This design comes from an exercise in tuning for small area, a short achievable clock period and few clock cycles on the open sky130 flow, not from production work.
Only simulation tests tie the RTL to the original design; equivalence was not proved.
No activity file was given, so power comes from the tool's default toggle rates.

## RISCV
module RISCV(clk,
            rst_n,
            mem_wen_D,
            mem_addr_D,
            mem_wdata_D,
            mem_rdata_D,
            mem_addr_I,
            mem_rdata_I
    );
    input             clk, rst_n ;
    output            mem_wen_D  ;
    output     [29:0] mem_addr_D ;
    output     [63:0] mem_wdata_D;
    input      [63:0] mem_rdata_D;
    output     [29:0] mem_addr_I ;
    input      [31:0] mem_rdata_I;
    integer k;
    reg [63:0] e_a;         
    reg [63:0] e_b;         
    reg [11:2]  e_alo;
    reg [31:12] e_ahi, e_ahi_inc, e_ahi_dec;
    reg         e_asel_inc, e_asel_dec;
    reg [31:2] e_n1, e_n0;  
    reg [32:2] e_pc4;       
    reg [1:0]  e_eqh;       
    reg        e_jalr;
    reg [4:0]  e_rd;
    reg        e_we;        
    reg        e_ld, e_sd, e_link;
    reg [8:0]  e_op;        
    reg  [63:0]   rf [1:31];
    reg  [1983:0] rf_flat;
    always @(*)
        for (k = 1; k < 32; k = k + 1)
            rf_flat[64*(k-1) +: 64] = rf[k];
    wire [63:0] wb;
    wire [29:0] npc;
    wire [31:12] ahi = e_asel_inc ? e_ahi_inc : e_asel_dec ? e_ahi_dec : e_ahi;
    wire [29:0] e_agu = {ahi, e_alo};
    stage_e se (
        .e_a(e_a), .e_b(e_b), .e_agu(e_agu), .e_n1(e_n1), .e_n0(e_n0), .e_pc4(e_pc4),
        .e_eqh(e_eqh), .e_jalr(e_jalr), .e_ld(e_ld), .e_link(e_link), .e_op(e_op),
        .mem_rdata_D(mem_rdata_D), .wb(wb), .npc(npc));
    assign mem_addr_I  = npc;
    assign mem_wen_D   = e_sd;
    assign mem_addr_D  = e_agu;
    assign mem_wdata_D = {e_b[7:0],   e_b[15:8],  e_b[23:16], e_b[31:24],
                          e_b[39:32], e_b[47:40], e_b[55:48], e_b[63:56]};
  ...
For scale: about 10000 cells after synthesis, ~2300 flip-flops, about 220 I/O pins.
export LEC_CHECK = 0
export CAP_MARGIN = 35
export CORE_MARGIN = 2
export CORE_UTILIZATION = 40
export CTS_BUF_LIST = sky130_fd_sc_hd__clkbuf_8
export SETUP_SLACK_MARGIN = 5
export SLEW_MARGIN = 35
export SYNTH_HIERARCHICAL = 1
export TNS_END_PERCENT = 20
create_clock -name core_clock -period 17.0 [get_ports {clk}]
standard.sh (not shown) runs the stock make flow with config.mk's settings and CLKGATE_MAP_FILE= SYNTH_SCRIPT=/design/flow/synth_recipe.tcl, a recipe that flattens the netlist after the stock synthesis.
==> flow/flow/run.sh <==
#!/bin/bash
# The standard layout (standard.sh, ORFS), with these changes to how it is made:
#  - synthesis maps logic with ABC: modules on the critical paths each with a delay target
#    (flow/abc_per_module.tcl), the rest with flow/abc_speed.script (area-oriented);
#  - synthesis does not extract full/half adder cells (ADDER_MAP_FILE empty), so ABC sees
#    the adders' logic and its timing;
#  - the clock delay buffers (clkdlybuf4s*) are not used, in addition to the platform's
#    don't-use cells, so that port buffers are not sized into them.
# Flip-flops are mapped exactly as in the standard synthesis. Each tool's log is in
# orfs/logs/; make's own output is in make_flow.log.
set -euo pipefail
here=$(pwd)
MARGIN=11.5
PER_MODULE="rf_port=1200 agu_add=800 br_eq=600 stage_e=2500 stage_f=1500"
DONT_USE="$(grep -A40 'DONT_USE_CELLS +=' "$FLOW_HOME/platforms/sky130hd/config.mk" | grep -o 'sky130_fd_sc_hd__[a-z0-9_]*' | tr '\n' ' ')"
for c in 15_1 15_2 18_1 18_2 25_1 25_2 50_1 50_2; do DONT_USE="$DONT_USE sky130_fd_sc_hd__clkdlybuf4s$c"; done
rm -rf scripts_local
cp -r "$FLOW_HOME/scripts" scripts_local
cp flow/abc_speed.script scripts_local/abc_speed.script
sed -i "s#^  log_cmd abc {\*}\$abc_args\$#  source $here/flow/abc_per_module.tcl#" scripts_local/synth.tcl
grep -q "abc_per_module.tcl" scripts_local/synth.tcl
sed -E "s#SETUP_SLACK_MARGIN=[^ ]+#SETUP_SLACK_MARGIN=$MARGIN ADDER_MAP_FILE= SCRIPTS_DIR=$here/scripts_local 'ABC_PER_MODULE=$PER_MODULE' 'DONT_USE_CELLS=$DONT_USE'#" standard.sh > standard_own.sh
grep -q "SETUP_SLACK_MARGIN=$MARGIN" standard_own.sh
bash standard_own.sh > make_flow.log 2>&1
==> flow/flow/abc_per_module.tcl <==
# Replaces synth.tcl's single "abc" call. The modules named in ABC_PER_MODULE
# (module=target_ps ...) are mapped first, each with ABC's delay-constrained
# mapper at its own delay target; then the rest with the default script
# (abc_speed.script). Flip-flops are already mapped at this point, so the
# registers are those of the standard synthesis.
if { [env_var_exists_and_non_empty ABC_PER_MODULE] } {
  foreach item $::env(ABC_PER_MODULE) {
    lassign [split $item =] mod target
    set scr $::env(OBJECTS_DIR)/abc_$mod.script
    set f [open $scr w]
    puts $f "&get -n\n&st\n&dch\n&nf -D $target\n&put\nbuffer -c\ntopo\nstime -c\nupsize -c\ndnsize -c"
    close $f
    log_cmd abc {*}[lreplace $abc_args 1 1 $scr] $mod
  }
}
log_cmd abc {*}$abc_args
==> flow/flow/abc_speed.script <==
&get -n
&st
&dch
&nf -R 1000
&put
buffer -c
topo
stime -c
upsize -c
dnsize -c
The first run completed with no timing, DRC or antenna violations.
Testbench counts at the start, summed over its fixed seeds: cycles 140,026.
Edit:
--- a/flow/flow/run.sh
+++ b/flow/flow/run.sh
@@ -3,2 +3,3 @@
-#  - synthesis maps logic with ABC: modules on the critical paths each with a delay target
-#    (flow/abc_per_module.tcl), the rest with flow/abc_speed.script (area-oriented);
+#  - synthesis maps logic with ABC per module: the datapath modules with the delay-oriented
+#    mapper and a per-module delay relaxation (flow/abc_per_module.tcl), the rest with
+#    flow/abc_speed.script (area-oriented);
@@ -14 +15 @@
-PER_MODULE="rf_port=1200 agu_add=800 br_eq=600 stage_e=2500 stage_f=1500"
+PER_MODULE="rf_port=50 agu_add=0 br_eq=0 stage_e=50 stage_f=50"
==> flow/flow/abc_per_module.tcl (replaced) <==
# Replaces synth.tcl's single "abc" call. The modules named in ABC_PER_MODULE
# (module=relaxation ...) are mapped first, each with ABC's delay-oriented
# mapper &nf and its own delay relaxation (-R, in percent; 0 maps for the
# shortest delay); then the rest with the default script (abc_speed.script,
# area-oriented). Flip-flops are already mapped at this point, so the
# registers are those of the standard synthesis.
if { [env_var_exists_and_non_empty ABC_PER_MODULE] } {
  foreach item $::env(ABC_PER_MODULE) {
    lassign [split $item =] mod target
    set scr $::env(OBJECTS_DIR)/abc_$mod.script
    set f [open $scr w]
    puts $f "&get -n\n&st\n&dch\n&nf -R $target\n&put\nbuffer -c\ntopo\nstime -c\nupsize -c\ndnsize -c"
    close $f
    log_cmd abc {*}[lreplace $abc_args 1 1 $scr] $mod
  }
}
log_cmd abc {*}$abc_args
Final cell count rises by 3.5%.
Power falls by 2.6%.
Design area falls by 5.8%.
Sequential power falls by about 0.6%.

-- re-timing with driven ports --
The flow's constraints put no driver on any port. The routed layouts listed below were extracted and timed again, unchanged, in two steps.
Step 1 assumes that a clkbuf_16 drives the clock port and a buf_2 every other input.
Step 2 times the ports against the registers' clock, not the clock port: input delays grow and output delays shrink by t, the midpoint of the rising clock arrivals with the driver on.
a / b / c = ideal ports / drivers / drivers and shift; a / b = the first two.
run | shift t [ns] | setup slack, ns | worst data-port slew with drivers (ns)
the first run | 1.124 | 11.039 / 10.820 / 9.696 | 0.32
the second run | 1.137 | 11.095 / 11.105 / 10.027 | 0.29
After both steps setup and hold are still met in every run listed. For the first run, which loses most, drivers alone change the setup slack by -0.219 ns; drivers and shift together by -1.343 ns.
